Source: an optimization exercise on an open RTL-to-GDS flow (aim: small area, a short achievable clock period and few clock cycles per item). Production flows keep margins and buffers that such runs may drop. Where RTL was checked, it was by simulation tests only, not by an equivalence proof against the original. The clock port is modelled as an ideal driver; clocking choices that lean on that would not hold on a real chip.

green:
==> flow/design.v <==
module upsample_accelerator #(
    parameter integer DATA_WIDTH = 24,
    parameter integer MAX_WIDTH = 1920,
    parameter integer MAX_HEIGHT = 1080
)(
    input wire clk,
    input wire rst_n,
    input wire [DATA_WIDTH-1:0] input_pixel,
    input wire input_valid,
    output wire input_ready,
    input wire input_sof,       
    input wire input_eol,       
    output wire [DATA_WIDTH-1:0] output_pixel,
    output wire output_valid,
    input wire output_ready,
    output wire output_sof,
    output wire output_eol,
    input wire [1:0] scale_factor,     
    input wire [1:0] interp_method,    
    input wire [15:0] input_width,
    input wire [15:0] input_height
);
    reg       bil;
    reg [3:0] kk;         
    always @(posedge clk) begin
        bil  <= (interp_method == 2'b01);
        kk   <= {scale_factor == 2'b11, scale_factor == 2'b00,
                 scale_factor == 2'b01, scale_factor == 2'b10};
    end
    wire sf3  = kk[3];
    wire stat = ~bil | sf3;                  
    reg [1:0] zc;         
    reg       skip;       
    reg       zr;         
    reg       zs;         
    reg       ir;         
    reg [7:0] st;         
    reg       wt;         
    reg       full;       
    reg       ov;         
    reg       pend;       
    reg       have;       
    reg       eolc, sofc;
    reg       ffirst;     
    reg [2:0] cb;         
    reg [23:0] p0, p1, p2, p3;
    reg        efirst;    
    reg [21:0] xr_v0;     
    reg [21:0] yr_d;      
    reg [21:0] u;         
    reg [21:0] d;         
    reg [18:0] base;
    reg [7:0]  hi;
    reg [2:0]  a;         
    reg [15:0] xrem;      
    reg [15:0] yrem;      
    wire zf  = zc[0];
    wire full_n;
    wire acc = input_valid & ir;
    always @(posedge clk) begin
        if (acc | zf) begin
            p0 <= p1;
            p1 <= p2;
            p2 <= p3;
            p3 <= zf ? 24'd0 : input_pixel;
        end
    end
    wire s4 = st[7];                         
    wire rdone = s4 | (zc == 2'b01);         
    wire [3:0] cb_sum = {1'b0, cb} + kk;
    wire       cb_blk = cb_sum[3];
    wire       f_end  = cb_blk & (yrem == 16'd1);
    always @(posedge clk or negedge rst_n) begin
        if (!rst_n) begin
            cb <= 3'd0;
            ffirst <= 1'b1;
        end else if (rdone) begin
            cb <= cb_sum[2:0];
            ffirst <= f_end;
        end
    end
    always @(posedge clk) begin
        if (zc[1] | (rdone & f_end))
            yrem <= input_height;
        else if (rdone & cb_blk)
            yrem <= yrem - 16'd1;
        if (rdone)
            efirst <= ffirst;
    end
    reg bit_sel;          
    reg dbl;              
    reg zro;              
    reg sub;              
    wire [2:0] eb = stat ? 3'd0 : cb;
    wire go_a = ho;                          
    wire go_b = acc & ~skip;                 
    always @(posedge clk) begin
        bit_sel <= ((go_a | go_b) & eb[2]) | ((st[0] | st[4]) & eb[1]) | ((st[1] | st[5]) & eb[0]);
        dbl     <= st[0] | st[1] | st[4] | st[5];
        zro     <= go_a | go_b;
        sub     <= full_n;
    end
    wire [21:0] e_opa = zro ? 22'd0 : dbl ? {yr_d[20:0], 1'b0} : yr_d;
    wire [21:0] e_opb = sub ? ~xr_v0 : (bit_sel ? p3[21:0] : p1[21:0]);
    wire [22:0] e_sc  = {e_opa, 1'b1} + {e_opb, sub};
    wire [21:0] e_sum = e_sc[22:1];
    always @(posedge clk) begin
        if (st[3]) xr_v0 <= e_sum;
        if (|st) yr_d <= e_sum;
    end
    wire ho  = full & (~have | (ov & eolc));    
    wire adv = ov & ~eolc;                      
    wire [3:0] a_sum  = {1'b0, a} + kk;
    wire       a_blk  = a_sum[3];                
    wire [2:0] a_n    = a_sum[2:0];
    wire [3:0] an_sum = {1'b0, a_n} + kk;
    wire       an_blk = an_sum[3];               
    wire       xl_n   = a_blk ? (xrem == 16'd2) : (xrem == 16'd1);
    always @(posedge clk) begin
        if (ho) begin
            u    <= {xr_v0[18:0] & {19{~zr}}, 3'b000};
            base <= xr_v0[18:0];
            d    <= kk[2] ? {e_sum[19:0], 2'b00} : kk[1] ? {e_sum[20:0], 1'b0} : e_sum;
            hi   <= (bil | zr) ? 8'd0 : p0[23:16];
            a    <= 3'd0;
            xrem <= input_width;
        end else if (adv) begin
            if (!stat & !zs)
                u <= a_blk ? {base, 3'b000} : (u + d);
            a <= a_n;
            if (a_blk) xrem <= xrem - 16'd1;
        end
    end
    wire pend_n = (pend | ov) & ~output_ready;
    wire have_n = ho | (have & ~(ov & eolc));
    wire ov_n   = have_n & ~pend_n;
    assign full_n = s4 | (acc & skip) | (full & ~ho);
    wire [1:0] zc_n = {1'b0, zc[1]};
    wire eolc_n = ho ? (sf3 & (input_width == 16'd1)) : adv ? (an_blk & xl_n) : eolc;
    wire wt_n   = (st[3] | wt) & ~acc;
    wire ir_n   = st[2] | wt_n | (skip & ~acc & ~zc[1]);
    always @(posedge clk or negedge rst_n) begin
        if (!rst_n) begin
            zc <= 2'b11;
            skip <= 1'b1;
            zr <= 1'b0;
            zs <= 1'b0;
            ir <= 1'b0;
            st <= 8'd0;
            wt <= 1'b0;
            full <= 1'b0;
            ov <= 1'b0;
            pend <= 1'b0;
            have <= 1'b0;
            eolc <= 1'b0;
            sofc <= 1'b0;
        end else begin
            zc <= zc_n;
            skip <= skip & ~acc;
            zr <= (acc & skip) | (zr & ~ho);
            zs <= ho ? zr : zs;
            ir <= ir_n;
            st <= {st[6:4], go_b, st[2:0], go_a};
            wt <= wt_n;
            full <= full_n;
            ov <= ov_n;
            pend <= pend_n;
            have <= have_n;
            eolc <= eolc_n;
            sofc <= ho ? efirst : adv ? 1'b0 : sofc;
        end
    end
    assign input_ready  = ir;
    assign output_valid = ov;
    assign output_sof   = sofc;
    assign output_eol   = eolc;
    assign output_pixel = {hi, u[21:6]};
endmodule
Settings: LEC_CHECK=0, CAP_MARGIN=20, CORE_MARGIN=2, CORE_UTILIZATION=65, CTS_CLUSTER_DIAMETER=200, CTS_CLUSTER_SIZE=26, PLACE_DENSITY=0.72, SLEW_MARGIN=20; clock period 13.0 ns.
standard.sh (not shown) runs the stock make flow with config.mk's settings and CLKGATE_MAP_FILE= SYNTH_SCRIPT=/design/flow/synth_recipe.tcl, a recipe that flattens the netlist after the stock synthesis.
==> flow/flow/run.sh <==
#!/bin/bash
set -euo pipefail
ARGS=("BUFFER_PORTS_ARGS=-buffer_cell sky130_fd_sc_hd__buf_2" SETUP_SLACK_MARGIN=9.40)
bash standard.sh "${ARGS[@]}" cts > standard_cts.log 2>&1
RESULTS=$PWD/orfs/results/$FLOW_PLATFORM/upsample_accelerator/base openroad -no_init -exit flow/bypass_clk.tcl > bypass_clk.log 2>&1
bash standard.sh "${ARGS[@]}" finish > standard.log 2>&1
==> flow/flow/bypass_clk.tcl <==
# Remove the clock tree's intermediate buffers: the root buffer then drives the
# leaf buffers directly (same depth for every register).
proc bypass_mid_clkbufs {} {
  set blk [ord::get_db_block]
  set root_out ""
  foreach inst [$blk getInsts] {
    if {[string match clkbuf_0_* [$inst getName]]} { set root_out [[$inst findITerm X] getNet] }
  }
  if {$root_out eq ""} { return 0 }
  set n 0
  foreach it [$root_out getITerms] {
    set inst [$it getInst]
    if {[$it isOutputSignal]} { continue }
    set m [[$inst getMaster] getName]
    if {![string match sky130_fd_sc_hd__clkbuf_* $m]} { continue }
    set out [[$inst findITerm X] getNet]
    # only bypass buffers that drive other clock buffers
    set loads {}
    set ok 1
    foreach lt [$out getITerms] {
      if {[$lt getInst] == $inst} { continue }
      if {![string match sky130_fd_sc_hd__clkbuf_* [[[$lt getInst] getMaster] getName]]} { set ok 0 }
      lappend loads $lt
    }
    if {!$ok} { continue }
    foreach lt $loads { $lt disconnect; $lt connect $root_out }
    [$inst findITerm A] disconnect
    [$inst findITerm X] disconnect
    odb::dbInst_destroy $inst
    odb::dbNet_destroy $out
    incr n
  }
  return $n
}

set results $::env(RESULTS)
read_db $results/4_cts.odb
puts "bypassed [bypass_mid_clkbufs] intermediate clock buffers"
write_db $results/4_cts.odb
Testbench counts of green, summed over its fixed seeds: cycles 15,263, items 14,904.
#### Input delta (blue over green)
-- flow/design.v --
<<< green, line 55
    reg [15:0] xrem;      
    reg [15:0] yrem;      
    wire zf  = zc[0];
    wire full_n;
    wire acc = input_valid & ir;
    always @(posedge clk) begin
>>> blue, line 55
    reg [15:0] xrem;      
    reg [15:0] yrem;      
    function [21:0] add22(input [21:0] x, input [21:0] y, input ci);
        reg [21:0] g, p, gg, pp;
        integer i, k;
        begin
            g = x & y;
            p = x ^ y;
            g[0] = g[0] | (p[0] & ci);
            gg = g;
            pp = p;
            for (k = 1; k < 22; k = k * 2)
                for (i = 2 * k - 1; i < 22; i = i + 2 * k) begin
                    gg[i] = gg[i] | (pp[i] & gg[i - k]);
                    pp[i] = pp[i] & pp[i - k];
                end
            for (k = 8; k >= 1; k = k / 2)
                for (i = 3 * k - 1; i < 22; i = i + 2 * k) begin
                    gg[i] = gg[i] | (pp[i] & gg[i - k]);
                    pp[i] = pp[i] & pp[i - k];
                end
            add22 = p ^ {gg[20:0], ci};
        end
    endfunction
    wire zf  = zc[0];
    wire full_n;
    wire ho;              
    wire adv;             
    wire acc = input_valid & ir;
    always @(posedge clk) begin
<<< green, line 103
    wire [21:0] e_opa = zro ? 22'd0 : dbl ? {yr_d[20:0], 1'b0} : yr_d;
    wire [21:0] e_opb = sub ? ~xr_v0 : (bit_sel ? p3[21:0] : p1[21:0]);
    wire [22:0] e_sc  = {e_opa, 1'b1} + {e_opb, sub};
    wire [21:0] e_sum = e_sc[22:1];
    always @(posedge clk) begin
        if (st[3]) xr_v0 <= e_sum;
        if (|st) yr_d <= e_sum;
    end
    wire ho  = full & (~have | (ov & eolc));    
    wire adv = ov & ~eolc;                      
    wire [3:0] a_sum  = {1'b0, a} + kk;
    wire       a_blk  = a_sum[3];                
>>> blue, line 127
    wire [21:0] e_opa = zro ? 22'd0 : dbl ? {yr_d[20:0], 1'b0} : yr_d;
    wire [21:0] e_opb = sub ? ~xr_v0 : (bit_sel ? p3[21:0] : p1[21:0]);
    wire [21:0] e_sum = add22(e_opa, e_opb, sub);
    always @(posedge clk) begin
        if (st[3]) xr_v0 <= e_sum;
        if (|st) yr_d <= e_sum;
    end
    assign ho  = full & (~have | (ov & eolc));
    assign adv = ov & ~eolc;
    wire [3:0] a_sum  = {1'b0, a} + kk;
    wire       a_blk  = a_sum[3];                
<<< green, line 117
    wire       an_blk = an_sum[3];               
    wire       xl_n   = a_blk ? (xrem == 16'd2) : (xrem == 16'd1);
    always @(posedge clk) begin
        if (ho) begin
            u    <= {xr_v0[18:0] & {19{~zr}}, 3'b000};
            base <= xr_v0[18:0];
            d    <= kk[2] ? {e_sum[19:0], 2'b00} : kk[1] ? {e_sum[20:0], 1'b0} : e_sum;
            hi   <= (bil | zr) ? 8'd0 : p0[23:16];
            a    <= 3'd0;
>>> blue, line 140
    wire       an_blk = an_sum[3];               
    wire       xl_n   = a_blk ? (xrem == 16'd2) : (xrem == 16'd1);
    wire [21:0] dk    = kk[2] ? {d[19:0], 2'b00} : kk[1] ? {d[20:0], 1'b0} : d;    
    always @(posedge clk) begin
        if (ho) begin
            u    <= {xr_v0[18:0] & {19{~zr}}, 3'b000};
            base <= xr_v0[18:0];
            d    <= e_sum;
            hi   <= (bil | zr) ? 8'd0 : p0[23:16];
            a    <= 3'd0;
<<< green, line 127
        end else if (adv) begin
            if (!stat & !zs)
                u <= a_blk ? {base, 3'b000} : (u + d);
            a <= a_n;
            if (a_blk) xrem <= xrem - 16'd1;
>>> blue, line 151
        end else if (adv) begin
            if (!stat & !zs)
                u <= a_blk ? {base, 3'b000} : (u + dk);
            a <= a_n;
            if (a_blk) xrem <= xrem - 16'd1;
### Flow results
- Looking at global-route wire length before repair, blue sits 5.3% lower than green does.
- Reported for blue and green, count of unresolved DRC violations after routing turned out identical to the last digit.
- Comparing routed metal-1 wirelength for blue and green, the bigger number came from green.
- Design area: blue vs green — no meaningful difference
- Relative to green, the path depth of the worst reg2reg path of blue is higher by 2.
- Changes observed in blue relative to green: total wire length after detailed routing decreased by 5.6% relative to the old numbers, post-route clock period utilization closely matched the old numbers, synthesis-to-layout area growth increased by 1.7 points relative to the old numbers, fmax decreased by 0.87 MHz relative to the old numbers.
Only the layout flow was run in blue; the RTL was not checked for function there.

---

upsample_accelerator, a different RTL version from the one above (not shown whole).
Size in the first run: roughly 1100 cells after synthesis, about 94 I/O pins.
==> module upsample_accelerator, before the edit <==
module upsample_accelerator #(
    parameter integer DATA_WIDTH = 24,
    parameter integer MAX_WIDTH = 1920,
    parameter integer MAX_HEIGHT = 1080
)(
    input wire clk,
    input wire rst_n,
    input wire [DATA_WIDTH-1:0] input_pixel,
    input wire input_valid,
    output wire input_ready,
    input wire input_sof,       
    input wire input_eol,       
    output wire [DATA_WIDTH-1:0] output_pixel,
    output wire output_valid,
    input wire output_ready,
    output wire output_sof,
    output wire output_eol,
    input wire [1:0] scale_factor,     
    input wire [1:0] interp_method,    
    input wire [15:0] input_width,
    input wire [15:0] input_height
);
    reg       bil;
    reg [3:0] kk;         
    reg       ow1;        
    always @(posedge clk) begin
        bil  <= (interp_method == 2'b01);
        ow1  <= (scale_factor == 2'b11) & (input_width == 16'd1);
        kk   <= {scale_factor == 2'b11, scale_factor == 2'b00,
                 scale_factor == 2'b01, scale_factor == 2'b10};
    end
    wire sf3  = kk[3];
    wire stat = ~bil | sf3;                  
    reg [1:0] zc;         
    reg       skip;       
    reg       zr;         
    reg       zs;         
    reg       ir;         
    reg [7:0] st;         
    reg       wt;         
    reg       full;       
    reg       ov;         
    reg       pend;       
    reg       have;       
    reg       eolc, sofc;
    reg       ffirst;     
    reg [2:0] cb;         
    reg [23:0] p0, p1, p2, p3;
    reg        efirst;    
    reg [21:0] xr_v0;     
    reg [21:0] yr_d;      
    reg [21:0] u;         
    reg [21:0] d;         
    reg [18:0] base;
    reg [7:0]  hi;
    reg [2:0]  a;         
    reg [15:0] xrem;      
    reg [15:0] yrem;      
    wire zf  = zc[0];
    wire full_n;
    wire ho;              
    wire adv;             
    wire acc = input_valid & ir;
    always @(posedge clk) begin
        if (acc | zf) begin
            p0 <= p1;
            p1 <= p2;
            p2 <= p3;
            p3 <= zf ? 24'd0 : input_pixel;
        end
    end
    wire s4 = st[7];                         
    wire rdone = s4 | (zc == 2'b01);         
    wire [3:0] cb_sum = {1'b0, cb} + kk;
    wire       cb_blk = cb_sum[3];
    wire       f_end  = cb_blk & (yrem == 16'd1);
    always @(posedge clk or negedge rst_n) begin
        if (!rst_n) begin
            cb <= 3'd0;
            ffirst <= 1'b1;
        end else if (rdone) begin
            cb <= cb_sum[2:0];
            ffirst <= f_end;
        end
    end
    always @(posedge clk) begin
        if (zc[1] | (rdone & f_end))
            yrem <= input_height;
        else if (rdone & cb_blk)
            yrem <= yrem - 16'd1;
        if (rdone)
            efirst <= ffirst;
    end
    reg bit_sel;          
    reg dbl;              
    reg zro;              
    reg sub;              
    wire [2:0] eb = stat ? 3'd0 : cb;
    wire go_a = ho;                          
    wire go_b = acc & ~skip;                 
    always @(posedge clk) begin
        bit_sel <= ((go_a | go_b) & eb[2]) | ((st[0] | st[4]) & eb[1]) | ((st[1] | st[5]) & eb[0]);
        dbl     <= st[0] | st[1] | st[4] | st[5];
        zro     <= go_a | go_b;
        sub     <= full_n;
    end
    wire [21:0] e_opa = zro ? 22'd0 : dbl ? {yr_d[20:0], 1'b0} : yr_d;
    wire [21:0] e_opb = sub ? ~xr_v0 : (bit_sel ? p3[21:0] : p1[21:0]);
    wire [22:0] e_sc  = {e_opa, 1'b1} + {e_opb, sub};
    wire [21:0] e_sum = e_sc[22:1];
    always @(posedge clk) begin
        if (st[3]) xr_v0 <= e_sum;
        if (|st) yr_d <= e_sum;
    end
    assign ho  = full & (~have | (ov & eolc));
    assign adv = ov & ~eolc;
    wire [3:0] a_sum  = {1'b0, a} + kk;
    wire       a_blk  = a_sum[3];                
    wire [2:0] a_n    = a_sum[2:0];
    wire [3:0] an_sum = {1'b0, a_n} + kk;
    wire       an_blk = an_sum[3];               
    wire       xl_n   = a_blk ? (xrem == 16'd2) : (xrem == 16'd1);
    always @(posedge clk) begin
        if (ho) begin
            u    <= {xr_v0[18:0] & {19{~zr}}, 3'b000};
            base <= xr_v0[18:0];
            d    <= kk[2] ? {e_sum[19:0], 2'b00} : kk[1] ? {e_sum[20:0], 1'b0} : e_sum;
            hi   <= (bil | zr) ? 8'd0 : p0[23:16];
            a    <= 3'd0;
            xrem <= input_width;
        end else if (adv) begin
            if (!stat & !zs)
                u <= a_blk ? {base, 3'b000} : (u + d);
            a <= a_n;
            if (a_blk) xrem <= xrem - 16'd1;
        end
    end
    wire pend_n = (pend | ov) & ~output_ready;
    wire have_n = ho | (have & ~(ov & eolc));
    wire ov_n   = have_n & ~pend_n;
    assign full_n = s4 | (acc & skip) | (full & ~ho);
    wire [1:0] zc_n = {1'b0, zc[1]};
    wire eolc_n = ho ? ow1 : adv ? (an_blk & xl_n) : eolc;
    wire wt_n   = (st[3] | wt) & ~acc;
    wire ir_n   = st[2] | wt_n | (skip & ~acc & ~zc[1]);
    always @(posedge clk or negedge rst_n) begin
        if (!rst_n) begin
            zc <= 2'b11;
            skip <= 1'b1;
            zr <= 1'b0;
            zs <= 1'b0;
            ir <= 1'b0;
            st <= 8'd0;
            wt <= 1'b0;
            full <= 1'b0;
            ov <= 1'b0;
            pend <= 1'b0;
            have <= 1'b0;
            eolc <= 1'b0;
            sofc <= 1'b0;
        end else begin
            zc <= zc_n;
            skip <= skip & ~acc;
            zr <= (acc & skip) | (zr & ~ho);
            zs <= ho ? zr : zs;
            ir <= ir_n;
            st <= {st[6:4], go_b, st[2:0], go_a};
            wt <= wt_n;
            full <= full_n;
            ov <= ov_n;
            pend <= pend_n;
            have <= have_n;
            eolc <= eolc_n;
            sofc <= ho ? efirst : adv ? 1'b0 : sofc;
        end
    end
    assign input_ready  = ir;
    assign output_valid = ov;
    assign output_sof   = sofc;
    assign output_eol   = eolc;
    assign output_pixel = {hi, u[21:6]};
endmodule
clock: 13.0 ns
lec_check: 0
cap_margin: 20
core_margin: 2
core_utilization: 65
cts_cluster_diameter: 200
cts_cluster_size: 26
place_density: 0.72
slew_margin: 20
==> flow/flow/run.sh <==
#!/bin/bash
set -euo pipefail
ARGS=("BUFFER_PORTS_ARGS=-buffer_cell sky130_fd_sc_hd__buf_2" SETUP_SLACK_MARGIN=9.4)
bash standard.sh "${ARGS[@]}" cts > standard_cts.log 2>&1
RESULTS=$PWD/orfs/results/$FLOW_PLATFORM/upsample_accelerator/base openroad -no_init -exit flow/clock_tree.tcl > clock_tree.log 2>&1
bash standard.sh "${ARGS[@]}" finish > standard.log 2>&1
Other scripts of this flow, unchanged in this note and not shown: flow/flow/clock_tree.tcl
The first run passed the timing, design-rule and antenna checks.
Then changed:
--- a/flow/design.v
+++ b/flow/design.v
@@ -21,12 +21,10 @@
     input wire [15:0] input_height
 );
     reg       bil;
     reg [3:0] kk;         
-    reg       ow1;        
     always @(posedge clk) begin
         bil  <= (interp_method == 2'b01);
-        ow1  <= (scale_factor == 2'b11) & (input_width == 16'd1);
         kk   <= {scale_factor == 2'b11, scale_factor == 2'b00,
                  scale_factor == 2'b01, scale_factor == 2'b10};
     end
     wire sf3  = kk[3];
@@ -139,9 +137,9 @@
     wire have_n = ho | (have & ~(ov & eolc));
     wire ov_n   = have_n & ~pend_n;
     assign full_n = s4 | (acc & skip) | (full & ~ho);
     wire [1:0] zc_n = {1'b0, zc[1]};
-    wire eolc_n = ho ? ow1 : adv ? (an_blk & xl_n) : eolc;
+    wire eolc_n = ho ? (sf3 & (input_width == 16'd1)) : adv ? (an_blk & xl_n) : eolc;
     wire wt_n   = (st[3] | wt) & ~acc;
     wire ir_n   = st[2] | wt_n | (skip & ~acc & ~zc[1]);
     always @(posedge clk or negedge rst_n) begin
         if (!rst_n) begin
What happened:
- The new run produced a clean layout
- routed wire length fell slightly
- clock skew fell by 0.0088 ns
- hold slack improved by 0.0033 ns
- worst setup slack gets worse by 0.026 ns
- cell count barely changes
- area after synthesis came out higher slightly
- synthesized cell count rose by a few percent
- cell area decreases slightly
- first-iteration DRC count came out higher by a quarter to a third
- sequential cell count decreases by 1
- via count barely changes
- global-route usage is higher by 0.99 points
- sequential share of layout area climbs by 0.50 points
Testbench counts after the change, summed over its fixed seeds: cycles 15,263, items 14,904.
The RTL of the first run of this note was laid out without a check of its function.

-- port drivers added, routing unchanged --
No port has a modelled driver above. Below, the same layouts with a new extraction and two added sets of constraints. Step 1, drivers: a clkbuf_16 drives clk and a buf_2 each remaining input, both assumed. Step 2 times the ports against the registers' clock, not the clock port: input delays grow and output delays shrink by t, the midpoint of the rising clock arrivals with the driver on. Three values: no drivers, after step 1, after step 2; two values: the first two.
run	shift t [ns]	slack for setup (ns)	worst setup path at the end	worst data-port slew with drivers (ns)	cell pins on the clock port's net
green	0.473	9.374 / 9.332 / 8.973	input to register	0.03	1
blue	0.482	9.363 / 9.317 / 9.106	input to register	0.04	1
the first run of note 2	0.386	9.438 / 9.406 / 9.342	input to register	0.03	3
the second run of note 2	0.392	9.412 / 9.414 / 9.060	input to register	0.04	3
After both steps setup and hold are still met in every run listed. For green, which loses most, drivers alone change the setup slack by -0.042 ns; drivers and shift together by -0.401 ns.
